Context: an optimization exercise on an open-source flow, tuned for small area. The choices shown serve that exercise and are no tape-out recipe. In this exercise RTL edits were held to simulation tests only and were not proved equivalent to the original. Power figures rest on the tool's default switching activity, not on a simulated workload.

==> wip/cedar <==
## top
module top(
        clk, reset, up, down, hsync, vsync, rgb, pmod_switch, pause_switch,
        MISO, SW, SS, MOSI, SCLK, LED, an, seg
    );
==> module clk5Hz, before the edit <==
module clk5Hz(
    input  CLK,
    input  RST,
    output HIT
    );
    localparam [23:0] END     = 24'h9d8f5c;
    localparam [23:0] ENDMASK = 24'hffffbb;
    reg [23:0] c;
    assign HIT = ((c ^ END) & ENDMASK) == 24'd0;
    always @(posedge CLK)
        if (RST | HIT) c <= 24'd0;
        else           c <= {~c[22:0], ~(c[23] ^ c[18])};
endmodule
==> module clk66kHZ, before the edit <==
module clk66kHZ(
    input  CLK,
    input  RST,
    output reg CLKOUT,
    output RISE,
    output FALL
    );
    localparam [9:0] END     = 10'h25b;
    localparam [9:0] ENDMASK = 10'h3fd;
    reg [9:0] c;
    wire hit = ((c ^ END) & ENDMASK) == 10'd0;
    assign RISE = hit & ~CLKOUT;
    assign FALL = hit & CLKOUT;
    always @(posedge CLK) begin
        if (RST | hit) c <= 10'd0;
        else           c <= {~c[8:0], ~(c[9] ^ c[8])};
        if (RST)       CLKOUT <= 1'b0;
        else if (hit)  CLKOUT <= ~CLKOUT;
    end
endmodule
==> module VGAdriver, before the edit <==
module VGAdriver(
    input        clk,
    input        reset,
    output       video_on,
    output       hsync,
    output       vsync,
    output       p_tick,
    output reg [9:0] x,
    output reg [9:0] y
    );
    function [9:0] inc10;
        input [9:0] a;
        input       ci;
        integer i;
        reg c;
        begin
            c = ci;
            for (i = 0; i < 10; i = i + 1) begin
                inc10[i] = a[i] ^ c;
                c = c & a[i];
            end
        end
    endfunction
    reg [1:0] r;
    wire xc = ~r[1] & r[0];                  
    wire hend = x[9] & x[8] & (&x[4:0]);                    
    wire yc = xc & hend;
    wire vend = y[9] & y[3] & y[2];                         
    always @(posedge clk) begin
        if (reset) begin
            r <= 2'd0;
        end else begin
            r <= {r[1] ^ r[0], ~r[0]};
        end
        x <= (reset | yc) ? 10'd0 : inc10(x, xc);
        y <= (reset | (yc & vend)) ? 10'd0 : inc10(y, yc);
    end
    wire r2 = r[1] & ~r[0];
    wire x0 = (x == 10'd0);
    wire hs_cur  = x[9] & x[7] & (x[6] | x[5] | x[4]) & ~(x[6] & x[5] & x[4]);   
    wire hs_prev = x[9] & x[7] & ((x[6] | x[5] | x[4]) & ~(x[6] & x[5] & x[4]) & ~(x[6:0] == 7'd16) |
                                  (x[6:0] == 7'd112));                          
    assign hsync = r2 ? hs_prev : hs_cur;
    wire vs_cur  = y[9] & ~y[3] & ~y[2] & (y[1] ^ y[0]);                         
    wire vs_prev = y[9] & ~y[3] & ~y[2] & y[1];                                
    assign vsync = (r2 & x0) ? vs_prev : vs_cur;
    assign video_on = ~(x[9] & (x[8] | x[7])) & ~(y[9] | (y[8] & y[7] & y[6] & y[5]));
    assign p_tick   = (r == 2'd0);
endmodule
==> module sevenSeg, before the edit <==
module sevenSeg(
    input        CLK,
    input        RST,
    input  [3:0] DIN1,
    input  [3:0] DIN2,
    input  [3:0] DIN3,
    input  [3:0] DIN4,
    output [3:0] AN,
    output [6:0] SEG
    );
    localparam [15:0] END     = 16'hbd0d;
    localparam [15:0] ENDMASK = 16'hfff7;
    reg [15:0] c;
    reg        DCLK;
    reg [1:0]  cnt;
    reg        started;
    reg [3:0]  dig;
    wire hit = ((c ^ END) & ENDMASK) == 16'd0;
    wire [3:0] muxData = cnt[1] ? (cnt[0] ? DIN4 : DIN3) : (cnt[0] ? DIN2 : DIN1);
    always @(posedge CLK) begin
        if (RST | hit) c <= 16'd0;
        else           c <= {~c[14:0], ~(c[15] ^ c[12])};
        if (RST) begin
            DCLK <= 1'b0;
            cnt <= 2'd0;
            started <= 1'b0;
            dig <= 4'd0;
        end else begin
            DCLK <= hit;
            if (DCLK) begin
                cnt <= {cnt[1] ^ cnt[0], ~cnt[0]};
                started <= 1'b1;
                dig <= muxData;
            end
        end
    end
    assign AN = {~(~cnt[1] & ~cnt[0]), ~(cnt[1] & cnt[0]),
                 ~(cnt[1] & ~cnt[0]), ~(~cnt[1] & cnt[0])} & {4{started}};
    wire d3 = dig[3], d2 = dig[2], d1 = dig[1], d0 = dig[0];
    assign SEG[0] = ~d3 & ~d1 & (d2 ^ d0);                  
    assign SEG[1] = d2 & (d1 ^ d0);                         
    assign SEG[2] = ~d2 & d1 & ~d0;                         
    assign SEG[3] = ~d3 & ((~d1 & (d2 ^ d0)) | (d2 & d1 & d0));  
    assign SEG[4] = d0 | (d2 & ~d1);                        
    assign SEG[5] = ~d3 & ((~d2 & (d1 | d0)) | (d1 & d0));  
    assign SEG[6] = ~d3 & ((~d2 & ~d1) | (d2 & d1 & d0));   
endmodule
export LEC_CHECK = 0
export CAP_MARGIN = 20
export CORE_MARGIN = 2
export CORE_UTILIZATION = 40
export SLEW_MARGIN = 20
create_clock -name core_clock -period 10.0 [get_ports {clk}]
standard.sh (not shown) runs the stock make flow with config.mk's settings and CLKGATE_MAP_FILE= SYNTH_SCRIPT=/design/flow/synth_recipe.tcl, a recipe that flattens the netlist after the stock synthesis.
==> flow/flow/run.sh <==
#!/bin/bash
# Layout flow: the standard flow (standard.sh), with two changes:
#  1. after the standard synthesis, its combinational logic is mapped again
#     by ABC for area; the registers (names, cell types) are kept as they are;
#  2. the port buffers are buf_1 cells and CTS adds no dummy clock loads.
# Each tool's output goes to a log_*.log file in this folder.
set -euo pipefail
W=$PWD
R=$W/orfs/results/$FLOW_PLATFORM/top/base
LIB=$FLOW_HOME/platforms/$FLOW_PLATFORM/lib/sky130_fd_sc_hd__tt_025C_1v80.lib
YOSYS=$(command -v yosys || echo "$FLOW_HOME/../tools/install/yosys/bin/yosys")

# 1. standard synthesis
bash standard.sh synth > "$W/log_1_standard_synth.log" 2>&1
cp "$R/1_2_yosys.v" "$W/std_1_2_yosys.v"

# 2. re-map the combinational logic
python3 flow/gen_models.py "$LIB" "$W/models_comb.v" "$W/models_seq.v" > "$W/log_2_models.log" 2>&1
sed -e "s#@LIB@#$LIB#g" -e "s#@W@#$W#g" flow/resyn.ys > "$W/resyn.ys"
sed -e "s#@LIB@#$LIB#g" -e "s#@W@#$W#g" flow/equiv.ys > "$W/equiv.ys"
# use the re-mapped netlist only if it has the same registers (names and cell
# types) as the standard synthesis and is proven equal to it
if "$YOSYS" -s "$W/resyn.ys" > "$W/log_3_resyn.log" 2>&1 &&
   grep -oE '^ *sky130_fd_sc_hd__[a-z0-9_]*df[a-z0-9_]* +[^ ]+' "$W/std_1_2_yosys.v" | sort > "$W/regs_std.txt" &&
   grep -oE '^ *sky130_fd_sc_hd__[a-z0-9_]*df[a-z0-9_]* +[^ ]+' "$W/resyn.v" | sort > "$W/regs_resyn.txt" &&
   cmp "$W/regs_std.txt" "$W/regs_resyn.txt" > "$W/log_4_regs.log" 2>&1 &&
   "$YOSYS" -s "$W/equiv.ys" > "$W/log_5_equiv.log" 2>&1; then
  cp "$W/resyn.v" "$R/1_2_yosys.v"
  echo "re-mapped netlist used" > "$W/resyn_used.txt"
else
  echo "re-mapped netlist NOT used" > "$W/resyn_used.txt"
fi

# 3. the rest of the standard flow
export BUFFER_PORTS_ARGS="-buffer_cell sky130_fd_sc_hd__buf_1"
export CTS_ARGS="-sink_clustering_enable -repair_clock_nets -dont_use_dummy_load -sink_clustering_buffer sky130_fd_sc_hd__clkbuf_4 -root_buf sky130_fd_sc_hd__clkbuf_8 -buf_list {sky130_fd_sc_hd__clkbuf_4 sky130_fd_sc_hd__clkbuf_8}"
bash standard.sh > "$W/log_6_standard_layout.log" 2>&1
==> flow/flow/equiv.ys <==
# Prove the re-mapped netlist equal to the standard synthesis's, register by register.
read_liberty -ignore_miss_func @LIB@
read_verilog @W@/std_1_2_yosys.v
rename top gold
read_verilog @W@/resyn.v
rename top gate
# auto-generated names (_123_) differ between the two netlists: hide them so
# that only ports and registers are paired by name
rename -hide gold/w:_* gold/c:_* gate/w:_* gate/c:_*
proc
flatten gold gate
opt_clean
equiv_make gold gate eq
hierarchy -top eq
equiv_simple -seq 2
equiv_induct -seq 2
equiv_status -assert
==> flow/flow/resyn.ys <==
# Re-map the standard synthesis's combinational cells; registers stay as they are.
read_verilog -lib @W@/models_seq.v
read_verilog @W@/models_comb.v
read_verilog @W@/std_1_2_yosys.v
hierarchy -top top
setattr -set keep 1 t:sky130_fd_sc_hd__*df*
flatten
opt_clean -purge
opt -full
techmap
opt -fast
abc -script @W@/flow/abc_area.script -liberty @LIB@ -dont_use sky130_fd_sc_hd__lpflow_bleeder_1 -dont_use sky130_fd_sc_hd__lpflow_clkbufkapwr_1 -dont_use sky130_fd_sc_hd__lpflow_clkbufkapwr_16 -dont_use sky130_fd_sc_hd__lpflow_clkbufkapwr_2 -dont_use sky130_fd_sc_hd__lpflow_clkbufkapwr_4 -dont_use sky130_fd_sc_hd__lpflow_clkbufkapwr_8 -dont_use sky130_fd_sc_hd__lpflow_clkinvkapwr_1 -dont_use sky130_fd_sc_hd__lpflow_clkinvkapwr_16 -dont_use sky130_fd_sc_hd__lpflow_clkinvkapwr_2 -dont_use sky130_fd_sc_hd__lpflow_clkinvkapwr_4 -dont_use sky130_fd_sc_hd__lpflow_clkinvkapwr_8 -dont_use sky130_fd_sc_hd__lpflow_decapkapwr_12 -dont_use sky130_fd_sc_hd__lpflow_decapkapwr_3 -dont_use sky130_fd_sc_hd__lpflow_decapkapwr_4 -dont_use sky130_fd_sc_hd__lpflow_decapkapwr_6 -dont_use sky130_fd_sc_hd__lpflow_decapkapwr_8 -dont_use sky130_fd_sc_hd__lpflow_inputiso0n_1 -dont_use sky130_fd_sc_hd__lpflow_inputiso0p_1 -dont_use sky130_fd_sc_hd__lpflow_inputiso1n_1 -dont_use sky130_fd_sc_hd__lpflow_inputiso1p_1 -dont_use sky130_fd_sc_hd__lpflow_inputisolatch_1 -dont_use sky130_fd_sc_hd__lpflow_isobufsrc_1 -dont_use sky130_fd_sc_hd__lpflow_isobufsrc_16 -dont_use sky130_fd_sc_hd__lpflow_isobufsrc_2 -dont_use sky130_fd_sc_hd__lpflow_isobufsrc_4 -dont_use sky130_fd_sc_hd__lpflow_isobufsrc_8 -dont_use sky130_fd_sc_hd__lpflow_isobufsrckapwr_16 -dont_use sky130_fd_sc_hd__lpflow_lsbuf_lh_hl_isowell_tap_1 -dont_use sky130_fd_sc_hd__lpflow_lsbuf_lh_hl_isowell_tap_2 -dont_use sky130_fd_sc_hd__lpflow_lsbuf_lh_hl_isowell_tap_4 -dont_use sky130_fd_sc_hd__lpflow_lsbuf_lh_isowell_4 -dont_use sky130_fd_sc_hd__lpflow_lsbuf_lh_isowell_tap_1 -dont_use sky130_fd_sc_hd__lpflow_lsbuf_lh_isowell_tap_2 -dont_use sky130_fd_sc_hd__lpflow_lsbuf_lh_isowell_tap_4 -dont_use sky130_fd_sc_hd__probe_p_8 -dont_use sky130_fd_sc_hd__probec_p_8  -dont_use sky130_fd_sc_hd__ebufn_1 -dont_use sky130_fd_sc_hd__ebufn_2 -dont_use sky130_fd_sc_hd__ebufn_4 -dont_use sky130_fd_sc_hd__ebufn_8 -dont_use sky130_fd_sc_hd__einvn_0 -dont_use sky130_fd_sc_hd__einvn_1 -dont_use sky130_fd_sc_hd__einvn_2 -dont_use sky130_fd_sc_hd__einvn_4 -dont_use sky130_fd_sc_hd__einvn_8 -dont_use sky130_fd_sc_hd__einvp_1 -dont_use sky130_fd_sc_hd__einvp_2 -dont_use sky130_fd_sc_hd__einvp_4 -dont_use sky130_fd_sc_hd__einvp_8 -dont_use sky130_fd_sc_hd__fa_1 -dont_use sky130_fd_sc_hd__fa_2 -dont_use sky130_fd_sc_hd__fa_4 -dont_use sky130_fd_sc_hd__fah_1 -dont_use sky130_fd_sc_hd__fahcin_1 -dont_use sky130_fd_sc_hd__fahcon_1 -dont_use sky130_fd_sc_hd__ha_1 -dont_use sky130_fd_sc_hd__ha_2 -dont_use sky130_fd_sc_hd__ha_4
opt_clean -purge
setattr -unset keep t:sky130_fd_sc_hd__*df*
write_verilog -noattr -nohex -nodec @W@/resyn_abc.v
design -reset
read_liberty -lib @LIB@
read_verilog @W@/resyn_abc.v
hierarchy -check -top top
hilomap -singleton -hicell sky130_fd_sc_hd__conb_1 HI -locell sky130_fd_sc_hd__conb_1 LO
insbuf -buf sky130_fd_sc_hd__buf_1 A X
check -assert
write_verilog -noattr -nohex -nodec @W@/resyn.v
tee -o @W@/resyn_stat.txt stat -liberty @LIB@
Other scripts of this flow, unchanged in this note and not shown: flow/flow/abc_area.script, flow/flow/gen_models.py
==> wip/xenon (differences from wip/cedar) <==
--- a/flow/design.v
+++ b/flow/design.v
@@ -19,11 +19,11 @@
     output HIT
     );
-    localparam [23:0] END     = 24'h9d8f5c;
-    localparam [23:0] ENDMASK = 24'hffffbb;
+    localparam [23:0] END     = 24'ha691e4;
+    localparam [23:0] ENDMASK = 24'hffff9f;
     reg [23:0] c;
     assign HIT = ((c ^ END) & ENDMASK) == 24'd0;
     always @(posedge CLK)
         if (RST | HIT) c <= 24'd0;
-        else           c <= {~c[22:0], ~(c[23] ^ c[18])};
+        else           c <= {c[22:0], ~(c[23] ^ c[18])};
 endmodule
 `timescale 1ns / 1ps
@@ -35,6 +35,6 @@
     output FALL
     );
-    localparam [9:0] END     = 10'h25b;
-    localparam [9:0] ENDMASK = 10'h3fd;
+    localparam [9:0] END     = 10'h2e7;
+    localparam [9:0] ENDMASK = 10'h3fb;
     reg [9:0] c;
     wire hit = ((c ^ END) & ENDMASK) == 10'd0;
@@ -43,5 +43,5 @@
     always @(posedge CLK) begin
         if (RST | hit) c <= 10'd0;
-        else           c <= {~c[8:0], ~(c[9] ^ c[8])};
+        else           c <= {c[8:0], ~(c[9] ^ c[6])};
         if (RST)       CLKOUT <= 1'b0;
         else if (hit)  CLKOUT <= ~CLKOUT;
@@ -136,6 +136,6 @@
     input        reset,
     output       video_on,
-    output       hsync,
-    output       vsync,
+    output reg   hsync,
+    output reg   vsync,
     output       p_tick,
     output reg [9:0] x,
@@ -163,19 +163,14 @@
         if (reset) begin
             r <= 2'd0;
+            hsync <= 1'b0;
+            vsync <= 1'b0;
         end else begin
             r <= {r[1] ^ r[0], ~r[0]};
+            hsync <= x[9] & x[7] & (x[6] | x[5] | x[4]) & ~(x[6] & x[5] & x[4]);
+            vsync <= y[9] & ~y[3] & ~y[2] & (y[1] ^ y[0]);
         end
         x <= (reset | yc) ? 10'd0 : inc10(x, xc);
         y <= (reset | (yc & vend)) ? 10'd0 : inc10(y, yc);
     end
-    wire r2 = r[1] & ~r[0];
-    wire x0 = (x == 10'd0);
-    wire hs_cur  = x[9] & x[7] & (x[6] | x[5] | x[4]) & ~(x[6] & x[5] & x[4]);   
-    wire hs_prev = x[9] & x[7] & ((x[6] | x[5] | x[4]) & ~(x[6] & x[5] & x[4]) & ~(x[6:0] == 7'd16) |
-                                  (x[6:0] == 7'd112));                          
-    assign hsync = r2 ? hs_prev : hs_cur;
-    wire vs_cur  = y[9] & ~y[3] & ~y[2] & (y[1] ^ y[0]);                         
-    wire vs_prev = y[9] & ~y[3] & ~y[2] & y[1];                                
-    assign vsync = (r2 & x0) ? vs_prev : vs_cur;
     assign video_on = ~(x[9] & (x[8] | x[7])) & ~(y[9] | (y[8] & y[7] & y[6] & y[5]));
     assign p_tick   = (r == 2'd0);
@@ -345,6 +340,6 @@
     output [6:0] SEG
     );
-    localparam [15:0] END     = 16'hbd0d;
-    localparam [15:0] ENDMASK = 16'hfff7;
+    localparam [15:0] END     = 16'hc717;
+    localparam [15:0] ENDMASK = 16'hf3ff;
     reg [15:0] c;
     reg        DCLK;
@@ -356,5 +351,5 @@
     always @(posedge CLK) begin
         if (RST | hit) c <= 16'd0;
-        else           c <= {~c[14:0], ~(c[15] ^ c[12])};
+        else           c <= {c[14:0], ~(c[15] ^ c[12])};
         if (RST) begin
             DCLK <= 1'b0;
--- a/flow/flow/equiv.ys
+++ b/flow/flow/equiv.ys
@@ -5,7 +5,4 @@
 read_verilog @W@/resyn.v
 rename top gate
-# auto-generated names (_123_) differ between the two netlists: hide them so
-# that only ports and registers are paired by name
-rename -hide gold/w:_* gold/c:_* gate/w:_* gate/c:_*
 proc
 flatten gold gate
--- a/flow/flow/resyn.ys
+++ b/flow/flow/resyn.ys
@@ -19,5 +19,5 @@
 hierarchy -check -top top
 hilomap -singleton -hicell sky130_fd_sc_hd__conb_1 HI -locell sky130_fd_sc_hd__conb_1 LO
-insbuf -buf sky130_fd_sc_hd__buf_1 A X
+insbuf -buf sky130_fd_sc_hd__buf_4 A X
 check -assert
 write_verilog -noattr -nohex -nodec @W@/resyn.v
==> results.py <==
metrics = {
    "final_layout": {
        "fin_cells": 1138,
        "design_area_um2": 7422,
        "multi_input_area_share": 0.4090,
    },
    "placed_design": {
        "hpwl_um": 10470,
    },
    "power": {
        "peakVddDrop_mv": 0.1097,
        "finalPower_uw": 1053,
    },
    "sta": {
        "fin_crit_ns": 5.846,
    },
    "status": {
        "outcome": "timing/DRC/antenna clean",
    },
}
the above is filed under wip/cedar

==> results.py <==
metrics = {
    "status": {
        "outcome": "timing/DRC/antenna clean",
    },
    "power": {
        "finalPower_uw": 1040,
        "peakVddDrop_mv": 0.07317,
    },
    "placed_design": {
        "hpwl_um": 10630,
    },
}
the above is filed under wip/xenon

-- afterwards: timing with drivers on the ports --
No port has a modelled driver above. Below, the same layouts with a new extraction and two added sets of constraints. Step 1 sets driving cells, clkbuf_16 on the clock port and buf_2 on the other inputs (assumed; they add their load-dependent delay and slew). Step 2 moves the port delays by t, midway between the first and last clock arrival at a register: inputs arrive t later, outputs are due t later. That takes back most of the time a late clock gives input paths. a / b / c = ideal / step 1 / step 2; a / b = the first two.
| run | t, ns | setup slack, ns | latest minus earliest clock arrival (ns) | worst data-port slew with drivers (ns) |
|---|---|---|---|---|
| wip/cedar | 0.470 | 4.154 / 4.154 / 4.154 | 0.035 / 0.035 | 0.03 |
| wip/xenon | 0.481 | 3.437 / 3.437 / 3.437 | 0.041 / 0.041 | 0.03 |
After both steps every run listed still meets setup and hold.
